Source: an optimization exercise on an open RTL-to-GDS flow (aim: small area). Production flows keep margins and buffers that such runs may drop. The RTL was checked by simulation tests, not by an equivalence proof against the original design.

Setup of P:
Design mips_core, start of the top module:
module mips_core(
	input         clk,
	input         reset,
	output [31:0] imem_addr,
	input  [31:0] imem_rdata,
	output [31:0] dmem_addr,
	output [31:0] dmem_wdata,
	output        dmem_we,
	output        dmem_re,
	input  [31:0] dmem_rdata
	);
Settings: LEC_CHECK=0, CAP_MARGIN=20, CORE_MARGIN=2, CORE_UTILIZATION=55, SLEW_MARGIN=20, SYNTH_HIERARCHICAL=1, SYNTH_MINIMUM_KEEP_SIZE=0; clock period 15.0 ns.
standard.sh (not shown) runs the stock make flow with config.mk's settings and CLKGATE_MAP_FILE= SYNTH_SCRIPT=/design/flow/synth_recipe.tcl, a recipe that flattens the netlist after the stock synthesis.
==> flow/flow/run.sh <==
#!/bin/bash
# Own flow: the standard layout (standard.sh, unchanged synthesis, floorplan, power grid,
# placement, routing), with two arguments changed:
#  - the port buffers are buf_1 cells (buffer_ports -buffer_cell) instead of the default choice;
#  - clock tree synthesis uses clkbuf_4 cells, clusters of at most 8 flip-flops within 50 um,
#    and inserts no dummy loads.
# make's full output goes to standard.log; ORFS keeps each step's log under orfs/logs.
set -euo pipefail
bash standard.sh \
  "BUFFER_PORTS_ARGS=-buffer_cell sky130_fd_sc_hd__buf_1" \
  "CTS_ARGS=-sink_clustering_enable -repair_clock_nets -dont_use_dummy_load -buf_list sky130_fd_sc_hd__clkbuf_4 -sink_clustering_size 8 -sink_clustering_max_diameter 50" \
  finish > standard.log 2>&1
--- input diff P..Q ---
--- a/flow/design.v
+++ b/flow/design.v
@@ -148,20 +148,22 @@
 	wire c_or   = (aop_ex == A_OR);
 	wire c_slt  = (aop_ex == A_SLT);
 	wire c_left = (aop_ex == A_SLL) | (aop_ex == A_LUI);
 	wire c_sl   = c_left;
 	wire c_sr   = (aop_ex == A_SRL) | (aop_ex == A_SRA);
 	wire c_fill = (aop_ex == A_SRA) & opB[31];
 	wire [4:0] c_sh = (aop_ex == A_LUI) ? 5'd16 : imm_ex[10:6];
 	alu32 u_alu(.a(fA), .b(opB), .sub(c_sub), .e_sum(c_sum), .e_log(c_log), .log_or(c_or),
 	            .e_slt(c_slt), .left(c_left), .e_sl(c_sl), .e_sr(c_sr), .fill(c_fill), .sh(c_sh),
 	            .y(alu_out));
+	wire [31:0] wd_d;
+	sel3 u_wd(.s0(lw_mem), .d0(dmem_rdata), .s1(~lw_mem), .d1(res_mem), .s2(jal_mem), .d2({pcm4h, pc_id[1:0]}), .y(wd_d));
 	assign imem_addr  = pc;
 	assign dmem_addr  = res_mem;
 	assign dmem_wdata = b_mem;
 	assign dmem_we    = mw_mem;
 	assign dmem_re    = mr_mem;
 	always @(posedge clk or posedge reset) begin
 		if (reset) begin
 			pc <= 32'h00003000;
 			ir <= 32'b0;
 			rn_ex <= 5'b0; aop_ex <= A_ZERO; immhi_ex <= 1'b0;
@@ -183,21 +185,21 @@
 			mr_mem <= mr_ex; mw_mem <= mw_ex; rw_mem <= rw_ex; lw_mem <= lw_ex; jal_mem <= jal_ex;
 			rn_wb <= rn_mem; rw_wb <= rw_mem;
 		end
 	end
 	always @(posedge clk) begin
 		pc_id  <= pc;
 		a_ex   <= grfA;
 		b_ex   <= grfB;
 		imm_ex <= ir[15:0];
 		b_mem  <= fB;
-		wd     <= (lw_mem ? dmem_rdata : res_mem) | ({32{jal_mem}} & {pcm4h, pc_id[1:0]});
+		wd     <= wd_d;
 	end
 	always @(posedge clk or posedge reset) begin
 		if (reset) gv <= 31'b0;
 		else if (rw_wb && rn_wb != 5'd0) gv[rn_wb] <= 1'b1;
 	end
 	generate
 		for (g = 1; g < 32; g = g + 1) begin : regs
 			always @(posedge clk)
 				if (rw_wb && rn_wb == g) gpr[g] <= wd;
 		end
@@ -278,21 +280,28 @@
 	end endgenerate
 endmodule
 module sel3n(input s0, input [31:0] d0, input s1, input [31:0] d1, input s2, input [31:0] d2, output [31:0] y);
 	genvar i;
 	generate for (i = 0; i < 32; i = i + 1) begin : b
 		cell_a222oi u(.a1(s0), .a2(d0[i]), .b1(s1), .b2(d1[i]), .c1(s2), .c2(d2[i]), .y(y[i]));
 	end endgenerate
 endmodule
 module sel5(input s0, input [31:0] d0, input s1, input [31:0] d1, input s2, input [31:0] d2,
             input s3, input [31:0] d3, input s4, input [31:0] d4, output [31:0] y);
-	assign y = ({32{s0}} & d0) | ({32{s1}} & d1) | ({32{s2}} & d2) | ({32{s3}} & d3) | ({32{s4}} & d4);
+	genvar i;
+	generate for (i = 0; i < 32; i = i + 1) begin : b
+		wire t0, t1, t2;
+		cell_a222oi u(.a1(s0), .a2(d0[i]), .b1(s1), .b2(d1[i]), .c1(s2), .c2(d2[i]), .y(t0));
+		cell_nand2 v(.a(s3), .b(d3[i]), .y(t1));
+		cell_nand2 w(.a(s4), .b(d4[i]), .y(t2));
+		cell_nand3 o(.a(t0), .b(t1), .c(t2), .y(y[i]));
+	end endgenerate
 endmodule
 module eq32(input [31:0] a, input [31:0] b, output eq);
 	assign eq = ~|(a ^ b);
 endmodule
 module rf_mux32(input [31:0] s, input [31:0] d, output y);
 	wire [9:0] t;
 	genvar i;
 	generate for (i = 0; i < 10; i = i + 1) begin : g3
 		cell_a222oi u(.a1(s[3*i]), .a2(d[3*i]), .b1(s[3*i+1]), .b2(d[3*i+1]), .c1(s[3*i+2]), .c2(d[3*i+2]), .y(t[i]));
 	end endgenerate
- Diff P -> Q | final clock period utilization by the worst path | increase of 0.88 points
- P → Q: largest buffer count on any clock path held, required time of the critical path held, worst setup slack went down 130 ps, synthesized instance count went down 43.
- P -> Q: design area flat

==> separate check: timing with driven ports <==
In the flow no input, the clock included, has a driving cell. The finished layouts below were timed again as built, in two steps. Step 1 (the two cells are an assumption about what drives the block):
set clk [get_ports {clk}]
set_driving_cell -lib_cell sky130_fd_sc_hd__clkbuf_16 $clk
set_driving_cell -lib_cell sky130_fd_sc_hd__buf_2 [delete_from_list [all_inputs] $clk]
Step 2 also shifts input and output timing later by t, the mid clock arrival at the registers, as if the neighbouring blocks saw the same clock. a / b / c = ideal / step 1 / step 2; a / b = the first two.
run	t (ns)	setup WS [ns]	hold WS [ns]	worst setup path after step 2	pins driven straight from the clock port
P	1.242	2.462 / 2.462 / 2.462	0.352 / 0.352 / 0.352	register to register	1
Q	1.230	2.331 / 2.331 / 2.331	0.349 / 0.349 / 0.349	register to register	1
After both steps every run listed still meets setup and hold.
